This is an optimization exercise on Yosys and OpenROAD, whose aim is small area, not a production implementation. In this exercise RTL edits were held to simulation tests only and were not proved equivalent to the original. No activity file was given, so power comes from the tool's default toggle rates.

## before
==> module BouncingLED, before the edit <==
module BouncingLED(
	input CLOCK_50,
	input [2:0] KEY,
	output reg [9:0] LEDR,
	output [7:0] HEX0,
	output [7:0] HEX1,
	output [7:0] HEX2,
	output [7:0] HEX3
	);
	reg [1:0] KEY_sync, KEY_A, KEY_B;
	wire KEY_0 = KEY_sync[0];
	wire KEY_1 = KEY_sync[1];
	reg [31:0] velocity;
	reg [27:0] position;
	reg delta_switch_flag;
	reg time_step_reg;
	reg v_zero_q, p_zero_q;
	wire time_step;
	wire KEY_1_Edge;
	always @(posedge CLOCK_50) begin
		KEY_sync <= KEY_B;
		KEY_B <= KEY_A;
		KEY_A <= KEY[1:0];
	end
	wire ts     = time_step_reg;
	wire kick   = KEY_1_Edge;
	wire v_neg  = velocity[31];
	wire v_zero = ~|velocity;
	wire p_neg  = position[27] & position[26];
	wire p_zero = ~|position;
	wire v_pos_t = ~v_neg & ~v_zero_q;
	wire ceil   = position[27] & position[25] & v_pos_t;
	wire floor_ = (p_neg | p_zero_q) & v_neg;
	wire bounce = ceil | floor_;
	wire neg_b  = ts & bounce;
	wire set_3  = ~ts & (kick ? (v_neg | v_zero) : ~KEY_0);
	wire sel_v  = ~neg_b & ~set_3;
	wire sel_x  = ts & floor_;
	wire [31:0] v_sra2 = {{2{velocity[31]}}, velocity[31:2]};
	wire [31:0] add_a = ({32{sel_v}} & velocity) | ({32{sel_x}} & v_sra2);
	wire [31:0] b_const = ts ? 32'hFFFFF2E4 : ((kick | ~KEY_0) ? 32'h03000000 : 32'd0);
	wire [31:0] add_b = neg_b ? {~velocity[31:2], floor_ ? 2'b11 : ~velocity[1:0]} : b_const;
	wire add_c = ts & (bounce | delta_switch_flag);
	wire [31:0] na = ~add_a;
	wire [31:0] nb = ~add_b;
	wire [31:0] ns;
	wire [32:0] nc;
	assign nc[0] = ~add_c;
	assign nc[16] = 1'b1;
	genvar i;
	generate
		for (i = 0; i < 32; i = i + 1) begin : vadd
			assign ns[i] = na[i] ^ nb[i] ^ nc[i];
			if (i != 15)
				assign nc[i+1] = (na[i] & nb[i]) | (nc[i] & (na[i] ^ nb[i]));
		end
	endgenerate
	wire c16 = ~((na[15] & nb[15]) | (nc[15] & (na[15] ^ nb[15])));
	wire [31:0] v_sum;
	assign v_sum[15:0] = ~ns[15:0];
	wire [15:0] v_ones;
	assign v_ones[0] = 1'b1;
	generate
		for (i = 0; i < 16; i = i + 1) begin : vinc
			assign v_sum[16+i] = ~ns[16+i] ^ (c16 & v_ones[i]);
			if (i < 15)
				assign v_ones[i+1] = v_ones[i] & ~ns[16+i];
		end
	endgenerate
	wire [15:0] p_b = {16{ts}} & velocity[31:16];
	wire [15:0] p_lo;
	wire [16:0] p_c;
	assign p_c[0] = 1'b0;
	generate
		for (i = 0; i < 16; i = i + 1) begin : padd
			assign p_lo[i] = position[i] ^ p_b[i] ^ p_c[i];
			assign p_c[i+1] = (position[i] & p_b[i]) | (p_c[i] & (position[i] ^ p_b[i]));
		end
	endgenerate
	wire p_sign = ts & velocity[31];
	wire p_up = p_c[16] & ~p_sign;
	wire p_dn = ~p_c[16] & p_sign;
	wire [12:0] p_ones, p_zeros;
	assign p_ones[0] = 1'b1;
	assign p_zeros[0] = 1'b1;
	wire [11:0] p_hi;
	generate
		for (i = 0; i < 12; i = i + 1) begin : phi
			assign p_hi[i] = position[16+i] ^ ((p_up & p_ones[i]) | (p_dn & p_zeros[i]));
			assign p_ones[i+1] = p_ones[i] & position[16+i];
			assign p_zeros[i+1] = p_zeros[i] & ~position[16+i];
		end
	endgenerate
	wire [27:0] p_sum = {p_hi, p_lo};
	reg [27:0] p_next;
	always @(*) begin
		if (ts) begin
			if (p_neg)
				p_next = v_pos_t ? 28'h9000000 : 28'd0;
			else if (p_zero_q & v_neg)
				p_next = 28'h100;
			else if (ceil)
				p_next = {4'b1001, p_sum[23:0]};
			else
				p_next = p_sum;
		end else if (!KEY_0)
			p_next = 28'd1000;
		else
			p_next = p_sum;
	end
	always @(posedge CLOCK_50) begin
		time_step_reg <= time_step;
		velocity <= v_sum;
		position <= p_next;
		v_zero_q <= ~ts & ~kick & KEY_0 & v_zero;
		p_zero_q <= ~ts & KEY_0 & p_zero;
		if (ts)
			delta_switch_flag <= ~delta_switch_flag;
		else if (!KEY_0)
			delta_switch_flag <= 1'b0;
	end
	always @(*) begin
		if (p_neg)
			LEDR = 10'b0000000001;
		else if (position[27:24] != 4'd0)
			LEDR = 10'b1000000000;
		else if (position[23:0] < 24'd1677721 * 1)
			LEDR = 10'b0000000001;
		else if (position[23:0] < 24'd1677721 * 2)
			LEDR = 10'b0000000010;
		else if (position[23:0] < 24'd1677721 * 3)
			LEDR = 10'b0000000100;
		else if (position[23:0] < 24'd1677721 * 4)
			LEDR = 10'b0000001000;
		else if (position[23:0] < 24'd1677721 * 5)
			LEDR = 10'b0000010000;
		else if (position[23:0] < 24'd1677721 * 6)
			LEDR = 10'b0000100000;
		else if (position[23:0] < 24'd1677721 * 7)
			LEDR = 10'b0001000000;
		else if (position[23:0] < 24'd1677721 * 8)
			LEDR = 10'b0010000000;
		else if (position[23:0] < 24'd1677721 * 9)
			LEDR = 10'b0100000000;
		else
			LEDR = 10'b1000000000;
	end
	EdgeDetector Key1_EdgeDetector(
		.CLOCK_50(CLOCK_50),
		.Signal(KEY_1),
		.Edge(KEY_1_Edge)
	);
	Timer_20_48us Timer_20_48us(
		.CLOCK_50(CLOCK_50),
		.Rollover(time_step),
		.Reset(!KEY[0])
	);
	HEXDisplayPos HEX0Display(.HexInput(position[27:24]), .DisplayOut(HEX0));
	HEXDisplay HEX1Display(.HexInput({4{p_neg}}), .DisplayOut(HEX1));
	HEXDisplay HEX2Display(.HexInput(velocity[27:24]), .DisplayOut(HEX2));
	HEXDisplay HEX3Display(.HexInput(velocity[31:28]), .DisplayOut(HEX3));
endmodule
Settings: LEC_CHECK=0, CAP_MARGIN=20, CORE_MARGIN=2, CORE_UTILIZATION=60, CTS_BUF_LIST=sky130_fd_sc_hd__clkbuf_8, SLEW_MARGIN=20; clock period 10.0 ns.
standard.sh (not shown) runs the stock make flow with config.mk's settings and CLKGATE_MAP_FILE= SYNTH_SCRIPT=/design/flow/synth_recipe.tcl, a recipe that flattens the netlist after the stock synthesis.
==> flow/flow/run.sh <==
#!/bin/bash
# The standard layout (standard.sh) with three changes to how the layout
# is built:
#  - after the standard synthesis, its combinational cells are mapped again
#    for area (flow/remap.sh); flip-flops, adders and tie cells are kept as
#    they are, with their names;
#  - each port gets the smallest buffer;
#  - clock tree synthesis adds no dummy loads.
# Each tool's full output goes to a log file of its own in this folder
# (make_synth.log, remap_yosys.log, make_finish.log); ORFS keeps each
# step's own log under orfs/logs/.
set -euo pipefail
results=$PWD/orfs/results/$FLOW_PLATFORM/BouncingLED/base
bash standard.sh "$results/1_2_yosys.v" > make_synth.log 2>&1
bash flow/remap.sh "$results/1_2_yosys.v" > remap_yosys.log 2>&1
bash standard.sh \
	"BUFFER_PORTS_ARGS=-buffer_cell sky130_fd_sc_hd__buf_1" \
	"CTS_ARGS=-sink_clustering_enable -repair_clock_nets -dont_use_dummy_load -buf_list sky130_fd_sc_hd__clkbuf_8" \
	finish > make_finish.log 2>&1
Other scripts of this flow, unchanged in this note and not shown: flow/flow/remap.sh
The final layout from before, which completed every stage, passed the timing, DRC and antenna checks at the end of the flow.
[inputs] after vs before
--- a/flow/design.v
+++ b/flow/design.v
@@ -72,13 +72,12 @@
 	wire KEY_0 = KEY_sync[0];
 	wire KEY_1 = KEY_sync[1];
 	reg [31:0] velocity;
 	reg [27:0] position;
 	reg delta_switch_flag;
 	reg time_step_reg;
-	reg v_zero_q, p_zero_q;
 	wire time_step;
 	wire KEY_1_Edge;
 	always @(posedge CLOCK_50) begin
 		KEY_sync <= KEY_B;
 		KEY_B <= KEY_A;
 		KEY_A <= KEY[1:0];
@@ -86,15 +85,15 @@
 	wire ts     = time_step_reg;
 	wire kick   = KEY_1_Edge;
 	wire v_neg  = velocity[31];
 	wire v_zero = ~|velocity;
 	wire p_neg  = position[27] & position[26];
 	wire p_zero = ~|position;
-	wire v_pos_t = ~v_neg & ~v_zero_q;
+	wire v_pos_t = ~v_neg & ~v_zero;
 	wire ceil   = position[27] & position[25] & v_pos_t;
-	wire floor_ = (p_neg | p_zero_q) & v_neg;
+	wire floor_ = (p_neg | p_zero) & v_neg;
 	wire bounce = ceil | floor_;
 	wire neg_b  = ts & bounce;
 	wire set_3  = ~ts & (kick ? (v_neg | v_zero) : ~KEY_0);
 	wire sel_v  = ~neg_b & ~set_3;
 	wire sel_x  = ts & floor_;
 	wire [31:0] v_sra2 = {{2{velocity[31]}}, velocity[31:2]};
@@ -155,13 +154,13 @@
 	wire [27:0] p_sum = {p_hi, p_lo};
 	reg [27:0] p_next;
 	always @(*) begin
 		if (ts) begin
 			if (p_neg)
 				p_next = v_pos_t ? 28'h9000000 : 28'd0;
-			else if (p_zero_q & v_neg)
+			else if (p_zero & v_neg)
 				p_next = 28'h100;
 			else if (ceil)
 				p_next = {4'b1001, p_sum[23:0]};
 			else
 				p_next = p_sum;
 		end else if (!KEY_0)
@@ -170,14 +169,12 @@
 			p_next = p_sum;
 	end
 	always @(posedge CLOCK_50) begin
 		time_step_reg <= time_step;
 		velocity <= v_sum;
 		position <= p_next;
-		v_zero_q <= ~ts & ~kick & KEY_0 & v_zero;
-		p_zero_q <= ~ts & KEY_0 & p_zero;
 		if (ts)
 			delta_switch_flag <= ~delta_switch_flag;
 		else if (!KEY_0)
 			delta_switch_flag <= 1'b0;
 	end
 	always @(*) begin
==> comparison <==
Final cycle utilization of the critical path is higher on after
before and after ended up with nearly the same power per standard cell area.
after vs before — synthesized cell area dropped about 0.54%.
Via count of the first global-routing pass, after vs before: up by a few percent
Re total core area: before and after aren't equal, and the lower value belongs to after.
Number of non-clock inverters (after / before): 1.06
after ends up with higher global-route usage over all layers than before does.
The final design instance area without fill reported for after is greater than that of before by about 0.7%.
before → after: proportion of power drawn by the clock network rose 0.3 points; total power consumption of the routed design grew by 0.64%; latest clock arrival within the worst-skew pair level; synthesized netlist cell count shows no meaningful change.
Comparing the two runs side by side, after comes out behind before on via count.
[after] max-slew headroom at the worst pin fell 0.98 points relative to before

[port drivers added, routing unchanged]
Ports are ideal in the flow. The routed layouts listed here were re-timed in OpenROAD.
Step 1 assumes that a clkbuf_16 drives the clock port and a buf_2 every other input.
Step 2 times the ports against the registers' clock, not the clock port: input delays grow and output delays shrink by t, the midpoint of the rising clock arrivals with the driver on.
a / b / c = no drivers / after step 1 / after step 2; a / b = the first two.
run	t, ns	slack for setup (ns)	worst setup path after step 2	worst register clock-pin slew, ns	pins driven straight from the clock port
before	0.383	1.031 / 1.031 / 1.031	register to register	0.11 / 0.11	1
after	0.392	0.657 / 0.657 / 0.657	register to register	0.10 / 0.10	1
After both steps every run listed still meets setup and hold.
